Context: an optimization exercise on an open-source flow, tuned for small area, a short achievable clock period and few clock cycles. The choices shown serve that exercise and are no tape-out recipe.
Only simulation tests tie the RTL to the original design; equivalence was not proved.
Power and IR drop assume default switching activity.

===== design/flow/design.v =====
`timescale 1ns / 1ps
module artemis_cpu(clk, rst, imem_addr, imem_data,
                   dmem_addr, dmem_wdata, dmem_we, dmem_re, dmem_bytesel, dmem_lb4, dmem_rdata);
    input clk, rst;
    output [31:0] imem_addr;
    input  [31:0] imem_data;
    output [31:0] dmem_addr, dmem_wdata;
    output dmem_we, dmem_re, dmem_lb4;
    output [1:0] dmem_bytesel;
    input  [31:0] dmem_rdata;
    reg  [8:0]  pc;              
    reg  [31:0] d_ir;            
    reg  [8:0]  d_pc;
    reg         d_v;
    reg         d_hit;
    reg  [1:0]  d_hidx;
    reg  [31:0] ir;              
    reg  [8:0]  ir_pc;
    reg         ir_v;
    reg         ir_hit;
    reg  [1:0]  ir_hidx;
    reg  [31:0] e_a, e_b;        
    reg         c_sub, c_imm, c_zx, c_sltu, c_var, c_left, c_sra;
    reg         c_and, c_or, c_xor, c_nor, c_lui, c_msgn, c_msub;
    reg         r_sum, r_shift, r_slt, r_logic, r_ad4b, r_se, r_hi, r_lo, r_mul, r_link;
    reg  [31:0] m_res;           
    reg  [31:0] m_wdata;
    reg  [4:0]  m_dst;
    reg         m_we, m_ld, m_st, m_lb4;
    reg  [1:0]  m_bs;
    reg  [31:0] rf [1:31];
    reg  [31:0] hi, lo;
    reg         rst_q;
    always @(posedge clk) rst_q <= rst;
    reg  [2:0]  bv;
    reg  [8:0]  btag [0:2];
    reg  [8:0]  btgt [0:2];
    reg  [1:0]  bctr [0:2];
    reg  [1:0]  bptr;
    wire [2:0] bhit;
    genvar gi;
    generate for (gi = 0; gi < 3; gi = gi + 1) begin : g_btb
        assign bhit[gi] = bv[gi] && (btag[gi] == pc);
    end endgenerate
    wire       f_hit  = |bhit;
    wire [1:0] f_hidx = {bhit[2], bhit[1]};
    wire       f_take = (bhit[0] & bctr[0][1]) | (bhit[1] & bctr[1][1]) |
                        (bhit[2] & bctr[2][1]);
    wire [8:0] f_tgt  = ({9{bhit[0]}} & btgt[0]) | ({9{bhit[1]}} & btgt[1]) |
                        ({9{bhit[2]}} & btgt[2]);
    wire [5:0] op = ir[31:26];
    wire [4:0] rs = ir[25:21];
    wire [4:0] rt = ir[20:16];
    wire [4:0] rd = ir[15:11];
    wire [4:0] sh = ir[10:6];
    wire [5:0] fn = ir[5:0];
    wire o_r    = (op == 6'd0);
    wire o_sp2  = (op == 6'd28);
    wire o_31   = (op == 6'd31);
    wire o_rim  = (op == 6'd1);
    wire o_j    = (op == 6'd2);
    wire o_jal  = (op == 6'd3);
    wire o_beq  = (op == 6'd4);
    wire o_bne  = (op == 6'd5);
    wire o_blez = (op == 6'd6);
    wire o_bgt  = (op == 6'd7) || (op == 6'd62);
    wire o_alui = (op[5:3] == 3'b001);           
    wire o_ld   = (op == 6'd32) || (op == 6'd33) || (op == 6'd35) || (op == 6'd51);
    wire o_st   = (op == 6'd40) || (op == 6'd41) || (op == 6'd43);
    wire f_sll  = o_r && fn == 6'd0;
    wire f_srl  = o_r && fn == 6'd2;
    wire f_sra  = o_r && fn == 6'd3;
    wire f_sllv = o_r && fn == 6'd4;
    wire f_srlv = o_r && fn == 6'd6;
    wire f_srav = o_r && fn == 6'd7;
    wire f_jr   = o_r && fn == 6'd8;
    wire f_movz = o_r && fn == 6'd10;
    wire f_movn = o_r && fn == 6'd11;
    wire f_mfhi = o_r && fn == 6'd16;
    wire f_mthi = o_r && fn == 6'd17;
    wire f_mflo = o_r && fn == 6'd18;
    wire f_mtlo = o_r && fn == 6'd19;
    wire f_mult = o_r && fn == 6'd24;
    wire f_multu= o_r && fn == 6'd25;
    wire f_sub  = o_r && fn == 6'd34;
    wire f_and  = o_r && fn == 6'd36;
    wire f_or   = o_r && fn == 6'd37;
    wire f_xor  = o_r && fn == 6'd38;
    wire f_nor  = o_r && fn == 6'd39;
    wire f_slt  = o_r && fn == 6'd42;
    wire f_sltu = o_r && fn == 6'd43;
    wire f_ad4b = o_r && fn == 6'd63;
    wire s_mul  = o_sp2 && fn == 6'd2;
    wire s_madd = o_sp2 && fn == 6'd0;
    wire s_msub = o_sp2 && fn == 6'd4;
    wire i_slti  = (op == 6'd10);
    wire i_sltiu = (op == 6'd11);
    wire i_andi  = (op == 6'd12);
    wire i_ori   = (op == 6'd13);
    wire i_xori  = (op == 6'd14);
    wire i_lui   = (op == 6'd15);
    wire is_shift = f_sll | f_srl | f_sra | f_sllv | f_srlv | f_srav;
    wire is_mulop = f_mult | f_multu | s_mul | s_madd | s_msub;
    wire [4:0] dst = o_jal ? 5'd31 : (o_r | o_sp2 | o_31) ? rd : rt;
    wire wr_static = (o_r & ~(f_jr | f_mthi | f_mtlo | f_mult | f_multu | f_movz | f_movn)) |
                     (o_sp2 & ~(s_madd | s_msub)) | o_31 | o_alui | o_ld | o_jal;
    wire wr_maybe  = wr_static | f_movz | f_movn;
    wire [31:0] va = e_a;
    wire [31:0] vb = e_b;
    wire [31:0] imm = {{16{~c_zx & ir[15]}}, ir[15:0]};
    wire [31:0] opb = c_imm ? imm : vb;
    wire do_sub = c_sub;
    wire [32:0] sum = {1'b0, va} + {1'b0, opb ^ {32{do_sub}}} + {32'd0, do_sub};
    wire lt_s = (va[31] != opb[31]) ? va[31] : sum[31];
    wire lt_u = ~sum[32];
    wire slt_r = c_sltu ? lt_u : lt_s;
    wire c_pass = ~(c_and | c_or | c_xor | c_nor | c_lui);      
    wire [31:0] lres = ({32{c_and}} & (va & opb)) | ({32{c_or}} & (va | opb)) |
                       ({32{c_xor}} & (va ^ opb)) | ({32{c_nor}} & ~(va | opb)) |
                       ({32{c_lui}} & {ir[15:0], 16'd0}) | ({32{c_pass}} & va);
    wire var_sh = c_var;
    wire [4:0]  samt = var_sh ? va[4:0] : sh;
    wire big = var_sh && (va[31:5] != 27'd0);           
    wire left = c_left;
    wire [4:0] ramt = left ? (5'd0 - samt) : samt;
    wire [31:0] sin = c_sra ? {1'b0, vb[30:0]} : vb;
    wire [63:0] sdbl = {sin, sin} >> ramt;
    wire [31:0] rot = sdbl[31:0];
    wire [31:0] rmask = 32'hFFFFFFFF >> samt;
    wire [31:0] lmask = 32'hFFFFFFFF << samt;
    wire rot_srl  = f_srl && rs == 5'd1;
    wire rot_srlv = f_srlv && sh != 5'd0;
    wire zero_srl = f_srl && rs[4:1] != 4'd0;
    wire srlv_ok  = (va[31:6] == 26'd0) && (!va[5] || va[4:0] == 5'd0);   
    reg [31:0] shres;
    always @(*) begin
        if (rot_srlv)       shres = srlv_ok ? rot : 32'd0;
        else if (rot_srl)   shres = rot;
        else if (zero_srl)  shres = 32'd0;
        else if (big)       shres = (f_srav) ? {vb[31], 31'd0} : 32'd0;
        else if (left)      shres = rot & lmask;
        else if (c_sra)     shres = {vb[31], rot[30:0] & rmask[30:0]};
        else                shres = rot & rmask;
    end
    wire [8:0] d0 = {1'b0, va[7:0]}   - {1'b0, vb[7:0]};
    wire [8:0] d1 = {1'b0, va[15:8]}  - {1'b0, vb[15:8]};
    wire [8:0] d2 = {1'b0, va[23:16]} - {1'b0, vb[23:16]};
    wire [8:0] d3 = {1'b0, va[31:24]} - {1'b0, vb[31:24]};
    wire [7:0] n3 = vb[31:24] - va[31:24];
    wire [7:0] x0 = d0[7:0] ^ {8{d0[8]}};
    wire [7:0] x1 = d1[7:0] ^ {8{d1[8]}};
    wire [7:0] x2 = d2[7:0] ^ {8{d2[8]}};
    wire [7:0] x3 = d3[8] ? n3 : d3[7:0];
    wire [7:0] cs_s1 = x0 ^ x1 ^ x2;
    wire [7:0] cs_c1 = {(x0[6:0] & x1[6:0]) | (x0[6:0] & x2[6:0]) | (x1[6:0] & x2[6:0]), d0[8]};
    wire [7:0] cs_s2 = cs_s1 ^ cs_c1 ^ x3;
    wire [7:0] cs_c2 = {(cs_s1[6:0] & cs_c1[6:0]) | (cs_s1[6:0] & x3[6:0]) | (cs_c1[6:0] & x3[6:0]), d1[8]};
    wire [8:0] ad9 = {cs_s2, 1'b1} + {cs_c2, d2[8]};
    wire [7:0] ad_sum = ad9[8:1];
    wire [31:0] seres = (sh == 5'd24) ? {{16{vb[15]}}, vb[15:0]} :
                        (sh == 5'd16) ? {{24{vb[7]}}, vb[7:0]} : 32'd0;
    localparam M_IDLE = 2'd0, M_STEP = 2'd1, M_FIN = 2'd2;
    reg  [1:0]  mst;
    reg  [4:0]  mcnt;
    reg         ph32;
    wire m_signed = c_msgn;
    wire m_acc    = s_madd | s_msub;
    wire [32:0] aext = {m_signed & va[31], va};
    wire m_last   = (mcnt == 5'd31);
    wire m_subst  = c_msub ^ (m_signed & m_last);
    wire [33:0] mpart = {aext[32], aext} & {34{m_wdata[0]}};
    wire [33:0] my  = (mst == M_STEP) ? (mpart ^ {34{m_subst}}) : {2'b0, hi};
    wire        mci = (mst == M_STEP) & m_subst;
    wire [33:0] msum = {ph32, ph32, m_res} + my + {33'd0, mci};
    wire [31:0] mres = (mst == M_IDLE) ? (lo & {32{m_acc}}) :
                       (mst == M_STEP) ? msum[32:1] : m_wdata;
    wire m_busy = ir_v && is_mulop && (mst != M_FIN);
    always @(posedge clk) begin
        if (rst) mst <= M_IDLE;
        else if (ir_v && is_mulop) begin
            case (mst)
                M_IDLE: mst <= M_STEP;
                M_STEP: if (m_last) mst <= M_FIN;
                default: mst <= M_IDLE;
            endcase
        end
    end
    always @(posedge clk) begin
        mcnt <= (mst == M_STEP) ? mcnt + 5'd1 : 5'd0;
        if (mst == M_STEP) ph32 <= msum[33];
        else ph32 <= 1'b0;
    end
    always @(posedge clk) begin
        if (rst_q) begin
            hi <= 32'd0;
            lo <= 32'd0;
        end else if (ir_v) begin
            if (f_mthi) hi <= va;
            if (f_mtlo) lo <= va;
            if (mst == M_FIN && (f_mult | f_multu | m_acc)) begin
                hi <= m_acc ? msum[31:0] : m_res;
                lo <= m_wdata;
            end
        end
    end
    wire eq  = (va == vb);
    wire gt  = ($signed(va) > $signed(vb));
    wire taken = (o_beq & eq) | (o_bne & ~eq) | (o_blez & ~gt) | (o_bgt & gt) |
                 (o_rim & rt == 5'd0 & va[31]) | (o_rim & rt == 5'd1 & ~va[31]) |
                 o_j | o_jal | f_jr;
    wire [8:0] pc1  = ir_pc + 9'd1;
    wire [8:0] btar = pc1 + ir[8:0];
    wire [8:0] tgt  = f_jr ? va[10:2] : (o_j | o_jal) ? ir[8:0] : btar;
    wire is_cti = o_beq | o_bne | o_blez | o_bgt | o_rim | o_j | o_jal | f_jr;
    wire [8:0] nxt  = taken ? tgt : pc1;
    wire ex_go = ir_v && !m_busy;                       
    wire redirect = ex_go && (!d_v || (taken ? (tgt != d_pc) : (pc1 != d_pc)));
    wire [31:0] link = {21'd0, pc1, 2'b00} + {21'd0, (pc1 == 9'd0), 11'd0};    
    wire [31:0] res_f = ({32{r_shift}} & shres) |
                      ({32{r_slt}}   & {31'd0, slt_r}) |
                      ({32{r_logic}} & lres) |
                      ({32{r_ad4b}}  & {24'd0, ad_sum}) |
                      ({32{r_se}}    & seres) |
                      ({32{r_hi}}    & hi) |
                      ({32{r_lo}}    & lo) |
                      ({32{r_mul}}   & m_wdata) |
                      ({32{r_link}}  & link) |
                      ({32{r_sum}}   & sum[31:0]);
    wire [31:0] res = r_mul ? mres : res_f;
    wire bz = (vb == 32'd0);
    wire ex_wr = wr_static | (f_movn & ~bz) | (f_movz & bz);
    wire [5:0] d_op = d_ir[31:26];
    wire [4:0] d_rs = d_ir[25:21];
    wire [4:0] d_rt = d_ir[20:16];
    wire [4:0] ra_a = m_busy ? rs : d_rs;
    wire d_o_r = (d_op == 6'd0);
    wire d_use_rs = d_o_r | (d_op == 6'd28) | (d_op == 6'd1) | (d_op[5:2] == 4'b0001) |
                    (d_op == 6'd62) | (d_op[5:3] == 3'b001) | (d_op[5:3] == 3'b100) |
                    (d_op[5:3] == 3'b101) | (d_op == 6'd51);
    wire d_use_rt = d_o_r | (d_op == 6'd28) | (d_op == 6'd31) | (d_op[5:2] == 4'b0001) |
                    (d_op == 6'd62) | (d_op[5:3] == 3'b101);
    wire [31:0] wb = m_ld ? dmem_rdata : m_res;
    reg  [31:0] rf_a, rf_b;
    integer j;
    always @(*) begin
        rf_a = 32'd0;
        rf_b = 32'd0;
        for (j = 1; j < 32; j = j + 1) begin
            rf_a = rf_a | (rf[j] & {32{ra_a == j}});
            rf_b = rf_b | (rf[j] & {32{d_rt == j}});
        end
    end
    wire [31:0] rd_a = (m_we && m_dst == ra_a) ? wb : rf_a;
    wire [31:0] rd_b = (m_we && m_dst == d_rt) ? wb : rf_b;
    wire k_sub, k_imm, k_zx, k_sltu, k_var, k_left, k_sra, k_and, k_or, k_xor, k_nor, k_lui;
    wire k_sum, k_shift, k_slt, k_logic, k_ad4b, k_se, k_hi, k_lo, k_mul, k_link;
    alu_decode u_dec (.i(d_ir),
        .c_sub(k_sub), .c_imm(k_imm), .c_zx(k_zx), .c_sltu(k_sltu), .c_var(k_var), .c_left(k_left),
        .c_sra(k_sra), .c_and(k_and), .c_or(k_or), .c_xor(k_xor), .c_nor(k_nor), .c_lui(k_lui),
        .r_sum(k_sum), .r_shift(k_shift), .r_slt(k_slt), .r_logic(k_logic), .r_ad4b(k_ad4b),
        .r_se(k_se), .r_hi(k_hi), .r_lo(k_lo), .r_mul(k_mul), .r_link(k_link));
    wire ex_w = ex_go && ex_wr && (dst != 5'd0);
    wire fwd_a = ex_w && (dst == d_rs);
    wire fwd_b = ex_w && (dst == d_rt);
    wire ld_stall = d_v && ir_v && o_ld && (dst != 5'd0) &&
                    ((d_use_rs && dst == d_rs) || (d_use_rt && dst == d_rt));
    wire f_stall = ld_stall | m_busy;
    wire [8:0] pc_next = redirect ? nxt :
                         f_stall ? pc :
                         f_take ? f_tgt : pc + 9'd1;
    always @(posedge clk) begin
        if (rst) begin
            pc <= 9'd0;
            d_v <= 1'b0;
        end else begin
            pc <= pc_next;
            if (redirect) d_v <= 1'b0;
            else if (!f_stall) d_v <= 1'b1;
        end
        if (!f_stall) begin
            d_ir <= imem_data;
            d_pc <= pc;
            d_hit <= f_hit;
            d_hidx <= f_hidx;
        end
    end
    always @(posedge clk) begin
        if (rst) begin
            ir_v <= 1'b0;
        end else if (!m_busy) begin
            ir_v <= d_v && !ld_stall && !redirect;
        end
        e_a <= fwd_a ? res_f : rd_a;
        e_b <= fwd_b ? res_f : rd_b;
        if (!m_busy) begin
            ir <= d_ir;
            ir_pc <= d_pc;
            ir_hit <= d_hit;
            ir_hidx <= d_hidx;
            {c_sub, c_imm, c_zx, c_sltu, c_var, c_left, c_sra} <=
                {k_sub, k_imm, k_zx, k_sltu, k_var, k_left, k_sra};
            {c_and, c_or, c_xor, c_nor, c_lui} <= {k_and, k_or, k_xor, k_nor, k_lui};
            c_msgn <= ~(d_ir[31:26] == 6'd0 && d_ir[5:0] == 6'd25);     
            c_msub <= (d_ir[31:26] == 6'd28 && d_ir[5:0] == 6'd4);      
            {r_sum, r_shift, r_slt, r_logic, r_ad4b, r_se, r_hi, r_lo, r_mul, r_link} <=
                {k_sum, k_shift, k_slt, k_logic, k_ad4b, k_se, k_hi, k_lo, k_mul, k_link};
        end
    end
    always @(posedge clk) begin
        if (rst) begin
            m_we <= 1'b0;
            m_ld <= 1'b0;
            m_st <= 1'b0;
            m_lb4 <= 1'b0;
        end else begin
            m_we <= ex_w;
            m_ld <= ex_go && o_ld;
            m_st <= ex_go && o_st;
            m_lb4 <= ex_go && (op == 6'd51);
        end
        m_res <= res;
        m_wdata <= (mst == M_STEP) ? {msum[0], m_wdata[31:1]} : vb;
        m_dst <= dst;
        m_bs <= (op == 6'd32 || op == 6'd40) ? 2'b01 : (op == 6'd33 || op == 6'd41) ? 2'b11 : 2'b00;
    end
    wire b_upd   = ex_go && is_cti;
    wire b_alloc = b_upd && !ir_hit && taken;
    integer e;
    always @(posedge clk) begin
        if (rst) begin
            bv <= 3'd0;
            bptr <= 2'd0;
        end else if (b_alloc) begin
            for (e = 0; e < 3; e = e + 1)
                if (bptr == e) bv[e] <= 1'b1;
            bptr <= (bptr == 2'd2) ? 2'd0 : bptr + 2'd1;
        end
    end
    always @(posedge clk) begin
        for (e = 0; e < 3; e = e + 1) begin
            if (b_upd && ir_hit && ir_hidx == e) begin
                if (taken) begin
                    if (bctr[e] != 2'd3) bctr[e] <= bctr[e] + 2'd1;
                    btgt[e] <= tgt;
                end else if (bctr[e] != 2'd0) begin
                    bctr[e] <= bctr[e] - 2'd1;
                end
            end else if (b_alloc && bptr == e) begin
                btag[e] <= ir_pc;
                btgt[e] <= tgt;
                bctr[e] <= 2'd2;
            end
        end
    end
    integer i;
    always @(posedge clk) begin
        for (i = 1; i < 32; i = i + 1)
            if (rst_q || (m_we && m_dst == i)) rf[i] <= rst_q ? 32'd0 : wb;
    end
    assign imem_addr    = {21'd0, pc, 2'b00};
    assign dmem_addr    = m_res;
    assign dmem_wdata   = m_wdata;
    assign dmem_we      = m_st;
    assign dmem_re      = m_ld;
    assign dmem_lb4     = m_lb4;
    assign dmem_bytesel = m_bs;
endmodule
module alu_decode(i, c_sub, c_imm, c_zx, c_sltu, c_var, c_left, c_sra, c_and, c_or, c_xor, c_nor,
                  c_lui, r_sum, r_shift, r_slt, r_logic, r_ad4b, r_se, r_hi, r_lo, r_mul, r_link);
    input  [31:0] i;
    output c_sub, c_imm, c_zx, c_sltu, c_var, c_left, c_sra, c_and, c_or, c_xor, c_nor, c_lui;
    output r_sum, r_shift, r_slt, r_logic, r_ad4b, r_se, r_hi, r_lo, r_mul, r_link;
    wire [5:0] op = i[31:26];
    wire [5:0] fn = i[5:0];
    wire o_r   = (op == 6'd0);
    wire o_sp2 = (op == 6'd28);
    wire f_sll  = o_r && fn == 6'd0;
    wire f_srl  = o_r && fn == 6'd2;
    wire f_sra  = o_r && fn == 6'd3;
    wire f_sllv = o_r && fn == 6'd4;
    wire f_srlv = o_r && fn == 6'd6;
    wire f_srav = o_r && fn == 6'd7;
    wire f_movz = o_r && fn == 6'd10;
    wire f_movn = o_r && fn == 6'd11;
    wire f_mfhi = o_r && fn == 6'd16;
    wire f_mflo = o_r && fn == 6'd18;
    wire f_mult = o_r && fn == 6'd24;
    wire f_multu= o_r && fn == 6'd25;
    wire f_sub  = o_r && fn == 6'd34;
    wire f_and  = o_r && fn == 6'd36;
    wire f_or   = o_r && fn == 6'd37;
    wire f_xor  = o_r && fn == 6'd38;
    wire f_nor  = o_r && fn == 6'd39;
    wire f_slt  = o_r && fn == 6'd42;
    wire f_sltu = o_r && fn == 6'd43;
    wire f_ad4b = o_r && fn == 6'd63;
    wire s_mul  = o_sp2 && fn == 6'd2;
    wire s_madd = o_sp2 && fn == 6'd0;
    wire s_msub = o_sp2 && fn == 6'd4;
    wire i_slti  = (op == 6'd10);
    wire i_sltiu = (op == 6'd11);
    wire i_andi  = (op == 6'd12);
    wire i_ori   = (op == 6'd13);
    wire i_xori  = (op == 6'd14);
    wire i_lui   = (op == 6'd15);
    wire o_alui  = (op[5:3] == 3'b001);
    wire o_ld    = (op == 6'd32) || (op == 6'd33) || (op == 6'd35) || (op == 6'd51);
    wire o_st    = (op == 6'd40) || (op == 6'd41) || (op == 6'd43);
    assign c_sub  = f_sub | f_slt | f_sltu | i_slti | i_sltiu;
    assign c_imm  = o_alui | o_ld | o_st;
    assign c_zx   = i_andi | i_ori | i_xori;
    assign c_sltu = f_sltu | i_sltiu;
    assign c_var  = f_sllv | f_srlv | f_srav;
    assign c_left = f_sll | f_sllv;
    assign c_sra  = f_sra | f_srav;
    assign c_and  = f_and | i_andi;
    assign c_or   = f_or | i_ori;
    assign c_xor  = f_xor | i_xori;
    assign c_nor  = f_nor;
    assign c_lui  = i_lui;
    assign r_shift = f_sll | f_srl | f_sra | f_sllv | f_srlv | f_srav;
    assign r_slt   = f_slt | f_sltu | i_slti | i_sltiu;
    assign r_logic = f_and | f_or | f_xor | f_nor | i_andi | i_ori | i_xori | i_lui | f_movz | f_movn;
    assign r_ad4b  = f_ad4b;
    assign r_se    = (op == 6'd31);
    assign r_hi    = f_mfhi;
    assign r_lo    = f_mflo;
    assign r_mul   = f_mult | f_multu | s_mul | s_madd | s_msub;
    assign r_link  = (op == 6'd3);
    assign r_sum   = ~(r_shift | r_slt | r_logic | r_ad4b | r_se | r_hi | r_lo | r_mul | r_link);
endmodule

===== design/flow/flow/run.sh =====
#!/bin/bash
# The standard ORFS layout (standard.sh, standard synthesis) with two
# changes to how the layout is made; the clock, the IO constraints and every
# other setting stay the standard flow's:
#  - every port is still buffered, with buf_4 cells instead of the delay cells
#    buffer_ports picks by default;
#  - repair_timing is asked to reach a setup slack margin, so that the design
#    is sped up below the 20 ns clock constraint.
# make's output goes to standard.log; ORFS keeps each tool's own log under
# orfs/logs/.
set -euo pipefail
export BUFFER_PORTS_ARGS="-buffer_cell sky130_fd_sc_hd__buf_4"
export SETUP_SLACK_MARGIN=14.5
bash standard.sh > standard.log 2>&1

===== design/flow/standard.sh =====
#!/bin/bash
# synth_recipe.tcl (not shown) runs the flow's synth.tcl, then flattens the netlist and writes it again
# the make line also repeats each setting of config.mk as NAME=value (left out here)
make -C /OpenROAD-flow-scripts/flow DESIGN_CONFIG=/design/flow/config.mk WORK_HOME=/design/flow/orfs CLKGATE_MAP_FILE= SYNTH_SCRIPT=/design/flow/synth_recipe.tcl "${@:-finish}"

===== design/flow/config.mk =====
export PLATFORM = sky130hd
export DESIGN_NAME = artemis_cpu
export DESIGN_NICKNAME = artemis_cpu
export VERILOG_FILES = /design/flow/design.v
export SDC_FILE = /design/flow/constraint.sdc
export NUM_CORES = 4
export LEC_CHECK = 0
export CAP_MARGIN = 20
export CORE_MARGIN = 2
export CORE_UTILIZATION = 30
export CTS_CLUSTER_DIAMETER = 60
export CTS_CLUSTER_SIZE = 30
export SLEW_MARGIN = 20

===== design/flow/constraint.sdc =====
create_clock -name core_clock -period 20.0 [get_ports {clk}]
set_input_delay 4.0000 -clock core_clock [delete_from_list [all_inputs] [get_ports {clk}]]
set_output_delay 4.0000 -clock core_clock [all_outputs]
set_load 0.01 [all_outputs]

==> results.ini, run 1 <==
[floorplan]
die_w_um = 499
die-area_mm2 = 0.249
start_util = 0.302
core_area_mm2 = 0.243
std_cell_rows = 181
die_h_um = 499
io-pin-count = 167

[logic_synthesis]
ys_seq_area_frac = 0.537
avgSynthCellArea_um2 = 11.3
synth_top_area_share = 0.475
synth_cell_types = 95
synthFlopType = edfxtp_1
ys_ff_latch = 1392
async_flop_share = 0
synthesis.area_mm2 = 0.0736
synth_area_leaders = edfxtp_1, dfxtp_1, a22oi_1
yosysWarnings = 5
postSynthCellCount = 6520
synth_top_area_cell = edfxtp_1
synth_edf_count = 1164

[timing]
timing.hold.ws_ns = 0.430
grt_setup_unrepaired = true
min_period_ns = 5.51
setup_ws_ns = 14.49
relSlewSlack = 0.0952
period_share = 0.276
skew_ns = 0.0845
maxSlewViolCount = 0
finalSetupViolCount = 0
final_hold_viol_count = 0
fmax_mhz = 181
fin_tns_setup_ns = 0
tightest_slew_ns = 1.33

[placement]
place.gp.congestion = 1.03
dpl.cell_count = 9643
dp_slack_ns = 13.47
placed_area_mm2 = 0.0796
portBuffers = 143
hpwl_um = 248000

[clocking]
insertion_delay_ns = 0.85
cts_tree = done
path_clk_slew_ns = 0.11
cts_root_buf = clkbuf_16
cts_buffers = 109
ctsHoldBuffers = 0
cts_sinks = 1392
clock_path_buffers = 3
htreeDepth = 3

[final_layout]
design_area_mm2 = 0.0849
area_growth_pct = 15.4
nFillCells = 23791
fin_cells = 9907
drive_gt1_frac = 0.152
fin_nets = 6870
layout_commonest_cell = edfxtp_1
mostFrequentLayoutCells = edfxtp_1, nand2_1, a22oi_1

[detailed_routing]
drt_iter0_markers = 16707
viasPerCell = 6.86
dr_total_vias = 67987
drt-total-wl_um = 390000
post_drt_wl_per_cell_um = 39.4
dr.pass1.iters = 14
drcViolationCount = 0
antenna_left = 0

[worst_setup_path]
cp.arrival_ns = 6.29
endpoint = e_a[20]
critPathLaunch = ir[29]
ff2ff_path_depth = 14
r2r-start = ir[29]
crit_required_ns = 20.78
r2r_slack_ns = 14.49
cp-start-kind = flop
path_class = reg2reg
rr_endpoint = e_a[20]
crit_fanout = 33
end_kind = flop

[global_routing]
grt_pass1_wl_um = 521000
antenna_found_initial = 38
track_usage = 0.298
grt_pass1_vias = 62289
grt_max_degree = 83
globalRouteOverflowTotal = 0

[power_and_ir_drop]
peakVddDrop_mv = 0.519
pwr_density_cell_mw_per_mm2 = 139
leakage_nw = 30.3

[run]
cap_violations = 0

[min_path]
hold_path.class = reg2reg

[status]
outcome = no timing/DRC/antenna violations

[cell type report]
cell class | instances | area [um^2] | share of cell area
well taps | 3202 | 4010 | 0.0472
clock inverters | 94 | 1470 | 0.0173
flip-flops and latches | 1392 | 39700 | 0.468
diodes | 22 | 55.1 | 0.000648
repair buffers | 424 | 3310 | 0.0390
multi-input cells | 4469 | 32800 | 0.386
inverters | 191 | 727 | 0.00856
clock buffers | 113 | 2820 | 0.0332
[what timing repair did]
action                                  4_1_cts  5_1_grt
pin swaps                                     9       17
cloned                                        1        1
gates resized for setup                     134       82
setup buffers                                14       18
endpoints found under the setup margin      132       62
[flip-flops by register name, indices dropped and copies added, names as in the netlist, 27 cells and up]
signal	cells
e_b	32
d_ir	32
hi	32
m_wdata	32
btgt	27
m_res	32
ir	32
rf	992
lo	32
btag	27
e_a	32
[layer usage]
metal / share of wire / routed length [um] / track usage / vias to the layer above
met3: 0.17 / 65000 / 0.140 / 2152
li1: - / - / - / 25928
met4: 0.092 / 35800 / 0.203 / 43
met1: 0.34 / 133000 / 0.356 / 32633
met5: 0.0019 / 751 / 0.0116 / -
met2: 0.40 / 156000 / 0.420 / 7231
[report_power, final]
group	switching [mW]	leakage, nW	internal (mW)
combinational	2.96	14.4	1.88
clock	1.38	2.04	1.19
sequential	0.632	13.8	3.81
[worst max-delay path: stages, from the launching register on]
cell	delay [ns]
edfxtp_1	0.55
or4_1	0.74
nor4_4	0.24
o21ai_2	0.15
nor2_4	0.26
inv_6	0.19
mux2_2	0.79
and2_2	0.49
buf_4	0.60
a22oi_1	0.19
o2111ai_1	0.15
nor4_1	0.11
a21oi_1	0.68
nor2_1	0.14
a21oi_1	0.15
[cell families after synthesis]
kind of cell	count (synthesis)	share of synthesized area
DFF	1392	0.537
AOI/OAI and AO/OA	2086	0.210
and+or+nand+nor	1562	0.0989
muxes	330	0.0471
adders and majority gates	217	0.0394
xor gates and xnor gates	251	0.0301
buffers and inverters	681	0.0371
other	1	0.0000510
[metrics by stage]
step | utilization | power [mW]
floorplan | - | 6.74
global placement | 0.327 | 8.61
detailed placement | 0.327 | 8.62
CTS | 0.346 | 11.3
global route | 0.349 | 12.2
finish | 0.349 | 11.8
[cell usage after synthesis, types with 9 or more instances]
cell type,count
or2_2,12
mux2_2,44
and4_1,11
xnor2_1,193
o21bai_1,11
nor3_1,84
a222oi_1,127
clkbuf_1,368
o21ai_0,279
o221ai_1,23
o21ai_1,18
or4_1,9
mux2i_1,273
nand3_1,184
o211ai_1,24
and2_1,28
a221oi_1,265
nand2_1,574
a22o_1,260
edfxtp_1,1164
a21o_1,76
a311oi_1,50
o22ai_1,35
nand4_1,136
a22oi_1,433
nand2b_1,33
buf_1,52
buf_2,42
fa_1,24
o31ai_1,18
a31oi_1,22
or3_1,19
a21oi_1,261
nor2_1,334
a211oi_1,45
ha_1,193
o2111ai_1,34
nor4_1,43
and3_1,23
o21a_1,27
buf_4,25
nor2b_1,44
xor2_1,57
dfxtp_1,228
inv_1,187
[worst min path at each step]
stage               from         end  cells after the start  slack (ns)
6_report         d_ir[9]       ir[9]                      0        0.43
5_1_grt            d_hit      ir_hit                      0        0.44
4_1_cts          d_ir[9]       ir[9]                      0        0.43
3_5_place_dp     d_ir[9]       ir[9]                      0        0.41
3_3_place_gp   d_hidx[0]  ir_hidx[0]                      0        0.40
2_1_floorplan   d_ir[10]      ir[10]                      0        0.40
Testbench counts, summed over its fixed seeds: cycles 223,282.
==> inputs of run 2 (changes only) <==
--- a/design/flow/design.v
+++ b/design/flow/design.v
@@ -103,3 +103,4 @@
     wire is_mulop = f_mult | f_multu | s_mul | s_madd | s_msub;
-    wire [4:0] dst = o_jal ? 5'd31 : (o_r | o_sp2 | o_31) ? rd : rt;
+    reg  [4:0] dst;
+    reg        e_wrs, e_movn, e_movz;
     wire wr_static = (o_r & ~(f_jr | f_mthi | f_mtlo | f_mult | f_multu | f_movz | f_movn)) |
@@ -230,3 +231,3 @@
     wire bz = (vb == 32'd0);
-    wire ex_wr = wr_static | (f_movn & ~bz) | (f_movz & bz);
+    wire ex_wr = e_wrs | (e_movn & ~bz) | (e_movz & bz);
     wire [5:0] d_op = d_ir[31:26];
@@ -261,6 +262,17 @@
         .r_se(k_se), .r_hi(k_hi), .r_lo(k_lo), .r_mul(k_mul), .r_link(k_link));
-    wire ex_w = ex_go && ex_wr && (dst != 5'd0);
+    wire [5:0] d_fn = d_ir[5:0];
+    wire d_o_sp2 = (d_op == 6'd28);
+    wire d_o_31  = (d_op == 6'd31);
+    wire d_o_jal = (d_op == 6'd3);
+    wire [4:0] k_dst = d_o_jal ? 5'd31 : (d_o_r | d_o_sp2 | d_o_31) ? d_ir[15:11] : d_rt;
+    wire k_movz = d_o_r && d_fn == 6'd10;
+    wire k_movn = d_o_r && d_fn == 6'd11;
+    wire k_wrs  = (d_o_r & ~(d_fn == 6'd8 || d_fn == 6'd17 || d_fn == 6'd19 || d_fn == 6'd24 ||
+                             d_fn == 6'd25 || d_fn == 6'd10 || d_fn == 6'd11)) |
+                  (d_o_sp2 & ~(d_fn == 6'd0 || d_fn == 6'd4)) | d_o_31 | (d_op[5:3] == 3'b001) |
+                  (d_op == 6'd32) | (d_op == 6'd33) | (d_op == 6'd35) | (d_op == 6'd51) | d_o_jal;
+    wire ex_w = ex_go && ex_wr;
     wire fwd_a = ex_w && (dst == d_rs);
     wire fwd_b = ex_w && (dst == d_rt);
-    wire ld_stall = d_v && ir_v && o_ld && (dst != 5'd0) &&
+    wire ld_stall = d_v && ir_v && o_ld && e_wrs &&
                     ((d_use_rs && dst == d_rs) || (d_use_rt && dst == d_rt));
@@ -299,2 +311,6 @@
             ir_hidx <= d_hidx;
+            dst <= k_dst;
+            e_wrs <= k_wrs & (k_dst != 5'd0);
+            e_movn <= k_movn & (k_dst != 5'd0);
+            e_movz <= k_movz & (k_dst != 5'd0);
             {c_sub, c_imm, c_zx, c_sltu, c_var, c_left, c_sra} <=
==> run 2 against run 1 <==
  * Still clean
  * Sequential power is 2% lower
  * First-iteration DRC count shrank 12%
  * Largest cell class unchanged
  * Total power down 1.8%
  * Highest routed layer unchanged
==> results.ini, run 2 <==
[floorplan]
io-pin-count = 167  ; unchanged
die_w_um = 498  ; was 499 um
std_cell_rows = 181  ; unchanged
die-area_mm2 = 0.248  ; was 0.249 mm^2
core_area_mm2 = 0.243  ; about the same
start_util = 0.301  ; was 0.302
die_h_um = 498  ; was 499 um

[clocking]
cts_tree = done  ; unchanged
path_clk_slew_ns = 0.08  ; was 0.11 ns
htreeDepth = 3  ; unchanged
cts_buffers = 114  ; was 109
ctsHoldBuffers = 0  ; unchanged
insertion_delay_ns = 0.89  ; was 0.85 ns
cts_root_buf = clkbuf_16  ; unchanged
clock_path_buffers = 3  ; unchanged
cts_sinks = 1400  ; was 1,392

[placement]
portBuffers = 143  ; unchanged
hpwl_um = 235000  ; was 248,000 um
placed_area_mm2 = 0.0792  ; was 0.0796 mm^2
place.gp.congestion = 1.02  ; was 1.03

[logic_synthesis]
synthesis.area_mm2 = 0.0732  ; was 0.0736 mm^2
synth_top_area_share = 0.481  ; was 0.475
yosys.area_share.simple = 0.105  ; was 0.0989
ys_seq_area_frac = 0.543  ; was 0.537
yosysMostFrequentCell = edfxtp_1  ; unchanged
synth_edf_count = 1172  ; was 1,164
synth_commonest_cells = edfxtp_1, nand2_1, a22oi_1  ; unchanged
synth_cell_types = 100  ; was 95
synthMuxAreaShare = 0.0386  ; was 0.0471
synth_area_leaders = edfxtp_1, dfxtp_1, a22oi_1  ; unchanged
synth-compound-area-share = 0.207  ; was 0.210
yosys.area_share.adder = 0.0395  ; was 0.0394
synth_top_area_cell = edfxtp_1  ; unchanged
avgSynthCellArea_um2 = 11.4  ; was 11.3 um^2
synth-xor-area-share = 0.0297  ; was 0.0301
yosysWarnings = 5  ; unchanged
async_flop_share = 0  ; unchanged
synthFlopType = edfxtp_1  ; unchanged
synth_top_family_by_area = compound AO/OA/AOI/OAI gates  ; unchanged
postSynthCellCount = 6447  ; was 6,520
ys_ff_latch = 1400  ; was 1,392

[final_layout]
largest_reg_flops = 992  ; unchanged
mostFrequentLayoutCells = edfxtp_1, nand2_1, a22oi_1  ; unchanged
fin_nets = 6859  ; was 6,870
finish.utilization = 0.349  ; about the same
drive_gt1_frac = 0.160  ; was 0.152
top_register = rf  ; unchanged
area_growth_pct = 16.0  ; was 15.4%
regArea_mm2 = 0.0400  ; was 0.0397 mm^2
nFillCells = 23829  ; was 23,791
layout_commonest_cell = edfxtp_1  ; unchanged
design_area_mm2 = 0.0849  ; unchanged
multiInputGateArea_mm2 = 0.0321  ; was 0.0328 mm^2

[detailed_routing]
dr.pass1.iters = 11  ; was 14
drt-total-wl_um = 378000  ; was 390,000 um
met2_length_um = 157000  ; was 156,000 um
drcViolationCount = 0  ; unchanged
post_drt_wl_per_cell_um = 38.2  ; was 39.4 um
dr_total_vias = 67217  ; was 67,987
drt_iter0_markers = 14749  ; was 16,707
antenna_left = 0  ; unchanged
top_layer = met5  ; unchanged
route.met3.wl_um = 59600  ; was 65,000 um
viasPerCell = 6.79  ; was 6.86
drt-met1-wl_um = 128000  ; was 133,000 um

[timing]
finalSetupViolCount = 0  ; unchanged
relSlewSlack = 0.155  ; was 0.0952
maxSlewViolCount = 0  ; unchanged
fmax_mhz = 175  ; was 181 MHz
final_hold_viol_count = 0  ; unchanged
fin_tns_setup_ns = 0  ; unchanged
tightest_slew_ns = 1.27  ; was 1.33 ns
min_period_ns = 5.73  ; was 5.51 ns
grt_setup_unrepaired = true  ; unchanged
skew_ns = 0.126  ; was 0.0845 ns
period_share = 0.286  ; was 0.276

[worst_setup_path]
slowest_delay_ns = 0.91  ; was 0.79 ns
crit_required_ns = 20.63  ; was 20.78 ns
critPathTopFamily = simple AND/OR/NAND/NOR gates  ; unchanged
cp_cell_sequence = or3_1, nor4_4, buf_4, o211ai_4, buf_12, mux2i_2, buf_4, nor3_4, buf_4, a22oi_1, nand2_1, nor2_1, nand4_1, nor3_1, a221oi_1  ; was or4_1, nor4_4, o21ai_2, nor2_4, inv_6, mux2_2, and2_2, buf_4, a22oi_1, o2111ai_1, nor4_1, a21oi_1, nor2_1, a21oi_1
crit_buf_inv = 4  ; was 2
cp-start-kind = flop  ; unchanged
crit_top_cell = buf_4  ; was a21oi_1
path_class = reg2reg  ; unchanged
cp_slowest_cell = nor3_4  ; was mux2_2
end_kind = flop  ; unchanged
cp.arrival_ns = 6.36  ; was 6.29 ns
crit_fanout = 104  ; was 33

[power_and_ir_drop]
leakage_nw = 30.3  ; about the same
peakVddDrop_mv = 0.352  ; was 0.519 mV
pwr_density_cell_mw_per_mm2 = 137  ; was 139 mW/mm^2

[run]
cap_violations = 0  ; unchanged

[global_routing]
antenna_found_initial = 35  ; was 38
track_usage = 0.290  ; was 0.298
globalRouteOverflowTotal = 0  ; unchanged
grt_pass1_vias = 61405  ; was 62,289
grt_pass1_wl_um = 508000  ; was 521,000 um
grt_max_degree = 105  ; was 83

[status]
outcome = no timing/DRC/antenna violations  ; unchanged

[min_path]
hold_path.class = reg2reg  ; unchanged

[run 2: kinds of logic after synthesis]
| family | Yosys count |
|---|---|
| buffers and inverters | 674 |
| xor gates and xnor gates | 245 |
| and+or+nand+nor | 1626 |
| DFF | 1400 |
| muxes | 231 |
| other | 1 |
| adders and majority gates | 217 |
| AOI/OAI and AO/OA | 2053 |
[run 2: through the flow]
step	hold WS [ns]	total power [mW]	cells	setup WS, ns
6_report	0.425	11.6	9901	14.27
5_1_grt	0.442	12.0	9881	14.32
4_1_cts	0.429	11.2	9840	14.29
3_5_place_dp	0.406	8.48	9597	13.43
3_3_place_gp	0.405	8.47	9592	13.16
2_1_floorplan	0.400	6.67	6469	14.57
[run 2: worst reg2reg max path: cells and delay by family (launching register included)]
kind	cells	cell delay (ns)
AOI/OAI and AO/OA	3	1.00
buffers and inverters	4	1.46
DFF	1	0.64
muxes	1	0.39
and+or+nand+nor	7	2.04
[run 2: worst paths after layout]
kind | from | to | slack, ns | cells after the start
hold / removal | d_hit | ir_hit | 0.43 | 0
hold reg to reg | d_hit | ir_hit | 0.43 | 0
setup reg to reg | ir[26] | e_a[16] | 14.27 | 15
setup / recovery | ir[26] | e_a[16] | 14.27 | 15
[run 2: power breakdown]
group | leakage, nW | switching, mW | internal, mW
clock | 2.02 | 1.36 | 1.20
sequential | 14.0 | 0.539 | 3.82
combinational | 14.3 | 2.90 | 1.81
total | 30.3 | 4.79 | 6.84
[run 2: cell type report]
type                    count  share of cell area
diodes                     21            0.000619
multi-input cells        4395               0.378
repair buffers            472              0.0439
flip-flops and latches   1400               0.471
clock buffers             117              0.0337
repair inverters            1           0.0000590
inverters                 192             0.00856
well taps                3202              0.0472
clock inverters           101              0.0162
[run 2: metal layers]
layer	global-route usage	up-vias
met4	0.197	33
met3	0.121	1900
met1	0.347	32557
met5	0.00598	-
li1	-	25807
met2	0.421	6920
[run 2: repair_timing]
action / in CTS / in global routing
gates resized for setup: 154 / 99
gates cloned: 3 / 1
pin swaps: 7 / 38
setup buffers: 22 / 36
endpoints found under the setup margin: 107 / 94
Testbench counts of run 2, summed over its fixed seeds: cycles 223,282.
==> inputs of run 3 (changes only) <==
--- a/design/flow/flow/run.sh
+++ b/design/flow/flow/run.sh
@@ -12,3 +12,3 @@
 export BUFFER_PORTS_ARGS="-buffer_cell sky130_fd_sc_hd__buf_4"
-export SETUP_SLACK_MARGIN=14.5
+export SETUP_SLACK_MARGIN=14.65
 bash standard.sh > standard.log 2>&1
==> run 3 against run 2 <==
  * Clock power about the same
  * Worst setup slack better by 0.28 ns
  * Worst hold slack worse by 0.034 ns
  * Fmax up 5.2%
  * Global-route usage up 0.76 points
  * Flip-flop and latch count unchanged
  * Still clean
  * Register-to-register slack better by 0.28 ns
  * First-iteration DRC count up 3.1%
  * Core utilization up 0.40 points
  * Area after synthesis unchanged
  * Wire length up 2.3%
  * Critical path depth down 4
==> results.ini, run 3 <==
[floorplan]
die_h_um = 498  ; unchanged
die_w_um = 498  ; unchanged
std_cell_rows = 181  ; unchanged
start_util = 0.301  ; unchanged
die-area_mm2 = 0.248  ; unchanged
io-pin-count = 167  ; unchanged
core_area_mm2 = 0.243  ; unchanged

[final_layout]
design_area_mm2 = 0.0859  ; was 0.0849 mm^2
largest_reg_flops = 992  ; unchanged
layout_commonest_cell = edfxtp_1  ; unchanged
regArea_mm2 = 0.0401  ; was 0.0400 mm^2
multiInputGateArea_mm2 = 0.0322  ; was 0.0321 mm^2
mostFrequentLayoutCells = edfxtp_1, nand2_1, buf_4  ; was edfxtp_1, nand2_1, a22oi_1
fin_cells = 9975  ; was 9,901
fin_nets = 6937  ; was 6,859
top_register = rf  ; unchanged
finish.utilization = 0.353  ; was 0.349
drive_gt1_frac = 0.174  ; was 0.160
nFillCells = 23760  ; was 23,829
area_growth_pct = 17.3  ; was 16.0%

[logic_synthesis]
synthFlopType = edfxtp_1  ; unchanged
synth_top_area_cell = edfxtp_1  ; unchanged
async_flop_share = 0  ; unchanged
yosysMostFrequentCell = edfxtp_1  ; unchanged
postSynthCellCount = 6447  ; unchanged
synth_commonest_cells = edfxtp_1, nand2_1, a22oi_1  ; unchanged
synth_area_leaders = edfxtp_1, dfxtp_1, a22oi_1  ; unchanged
synth_edf_count = 1172  ; unchanged
synth_top_area_share = 0.481  ; unchanged
ys_ff_latch = 1400  ; unchanged
synthesis.area_mm2 = 0.0732  ; unchanged
ys_seq_area_frac = 0.543  ; unchanged
synth_cell_types = 100  ; unchanged
yosysWarnings = 5  ; unchanged
avgSynthCellArea_um2 = 11.4  ; unchanged

[timing]
finalSetupViolCount = 0  ; unchanged
grt_setup_unrepaired = true  ; unchanged
period_share = 0.272  ; was 0.286
fin_tns_setup_ns = 0  ; unchanged
setup_ws_ns = 14.56  ; was 14.27 ns
skew_ns = 0.119  ; was 0.126 ns
min_period_ns = 5.44  ; was 5.73 ns
relSlewSlack = 0.128  ; was 0.155
timing.hold.ws_ns = 0.391  ; was 0.425 ns
final_hold_viol_count = 0  ; unchanged
tightest_slew_ns = 1.31  ; was 1.27 ns
fmax_mhz = 184  ; was 175 MHz
maxSlewViolCount = 0  ; unchanged

[placement]
placed_area_mm2 = 0.0792  ; about the same
place.gp.congestion = 1.03  ; was 1.02
dp_slack_ns = 13.37  ; was 13.43 ns
hpwl_um = 240000  ; was 235,000 um
portBuffers = 143  ; unchanged
dpl.cell_count = 9595  ; was 9,597

[worst_setup_path]
cp-start-kind = flop  ; unchanged
crit_fanout = 42  ; was 104
end_kind = flop  ; unchanged
cp.arrival_ns = 6.08  ; was 6.36 ns
path_class = reg2reg  ; unchanged
crit_required_ns = 20.63  ; about the same

[global_routing]
globalRouteOverflowTotal = 0  ; unchanged
antenna_found_initial = 45  ; was 35
grt_max_degree = 79  ; was 105
track_usage = 0.297  ; was 0.290
grt_pass1_vias = 61847  ; was 61,405
grt_pass1_wl_um = 518000  ; was 508,000 um

[clocking]
insertion_delay_ns = 0.88  ; was 0.89 ns
htreeDepth = 3  ; unchanged
cts_tree = done  ; unchanged
cts_sinks = 1400  ; unchanged
cts_buffers = 115  ; was 114
clock_path_buffers = 3  ; unchanged
path_clk_slew_ns = 0.07  ; was 0.08 ns
ctsHoldBuffers = 0  ; unchanged
cts_root_buf = clkbuf_16  ; unchanged

[detailed_routing]
viasPerCell = 6.74  ; was 6.79
post_drt_wl_per_cell_um = 38.7  ; was 38.2 um
antenna_left = 0  ; unchanged
dr.pass1.iters = 12  ; was 11
drt-total-wl_um = 386000  ; was 378,000 um
drt_iter0_markers = 15211  ; was 14,749
drcViolationCount = 0  ; unchanged
dr_total_vias = 67263  ; was 67,217

[run]
cap_violations = 0  ; unchanged

[power_and_ir_drop]
finalPower_mw = 12.1  ; was 11.6 mW
pwr_density_cell_mw_per_mm2 = 141  ; was 137 mW/mm^2
peakVddDrop_mv = 0.453  ; was 0.352 mV
leakage_nw = 30.8  ; was 30.3 nW

[status]
outcome = no timing/DRC/antenna violations  ; unchanged

[min_path]
hold_path.class = reg2reg  ; unchanged

[run 3: cell types whose count changed in the layout (fill, tap and decap cells not counted), moves of 5 or more]
cell / delta
clkinvlp_4: -6
dfxtp_1: -21
inv_6: -11
buf_6: +43
buf_4: +40
dfxtp_2: -20
clkbuf_1: +6
nor3_1: -5
o21ai_0: -5
o21ai_1: +5
dfxtp_4: +41
[run 3: cells by family after synthesis]
| group | Yosys count | synth area share |
|---|---|---|
| muxes | 231 | 0.0386 |
| other | 1 | 0.0000512 |
| AOI/OAI and AO/OA | 2053 | 0.207 |
| and+or+nand+nor | 1626 | 0.105 |
| xor gates and xnor gates | 245 | 0.0297 |
| adders and majority gates | 217 | 0.0395 |
| DFF | 1400 | 0.543 |
| buffers and inverters | 674 | 0.0378 |
[run 3: power breakdown]
group	leakage [nW]	switching (mW)	internal (mW)
clock	2.06	1.30	1.27
sequential	14.0	0.480	3.84
combinational	14.7	3.16	2.03
total	30.8	4.94	7.14
[run 3: path summary, 6_finish.rpt]
path,start,to,slack [ns],cells past startpoint
worst min register to register,d_ir[6],ir[6],0.39,0
worst max register to register,ir[3],e_a[9],14.56,11
worst min-delay path,d_ir[6],ir[6],0.39,0
worst max-delay path,ir[3],e_a[9],14.56,11
[run 3: worst max-delay path, stage by stage, from the launching register on]
cell and delay, ns:
edfxtp_1 0.84, nor4b_2 0.17, and4_1 0.28, o211ai_4 0.36, buf_6 0.44, mux2_2 0.59
nor2_4 0.72, buf_4 0.68, a222oi_1 0.25, nand4_1 0.15, nor3_1 0.08, a211oi_1 0.57
[run 3: what timing repair did]
item,in CTS,in global routing
gates resized for setup,314,72
setup buffers,95,43
cloned,3,0
hold endpoints to repair,0,0
endpoints found under the setup margin,246,152
pin swaps,23,46
[run 3: area by class of cell]
type	count	area share
tap	3202	0.0467
clock buffer	129	0.0351
clock inverter	88	0.0144
sequential	1400	0.467
inverter	192	0.00846
multi-input combinational	4395	0.375
timing repair buffer	550	0.0520
antenna	19	0.000554
[run 3: per-layer routing]
metal | vias to the layer above | global-route usage | wire (um)
met2 | 6629 | 0.438 | 160000
met1 | 32668 | 0.357 | 133000
met3 | 1980 | 0.113 | 56900
li1 | 25947 | - | -
met5 | - | 0.00347 | 441
met4 | 39 | 0.208 | 35800

what the ideal ports hide:
In the flow no input, the clock included, has a driving cell. The finished layouts below were timed again as built, in two steps. Step 1 sets driving cells, clkbuf_16 on the clock port and buf_2 on the other inputs (assumed; they add their load-dependent delay and slew). Step 2 times the ports against the registers' clock, not the clock port: input delays grow and output delays shrink by t, the midpoint of the rising clock arrivals with the driver on. Three values: no drivers, after step 1, after step 2; two values: the first two.
| run | shift t [ns] | setup slack, ns | latest minus earliest clock arrival (ns) | worst slew at a driven data input, ns |
|---|---|---|---|---|
| run 1 | 0.910 | 14.488 / 14.414 / 14.043 | 0.087 / 0.086 | 0.13 |
| run 2 | 0.919 | 14.273 / 14.273 / 14.150 | 0.127 / 0.126 | 0.10 |
| run 3 | 0.915 | 14.555 / 14.477 / 14.028 | 0.120 / 0.120 | 0.13 |
After both steps setup and hold are still met in every run listed. For run 3, which loses most, drivers alone change the setup slack by -0.078 ns; drivers and shift together by -0.527 ns.
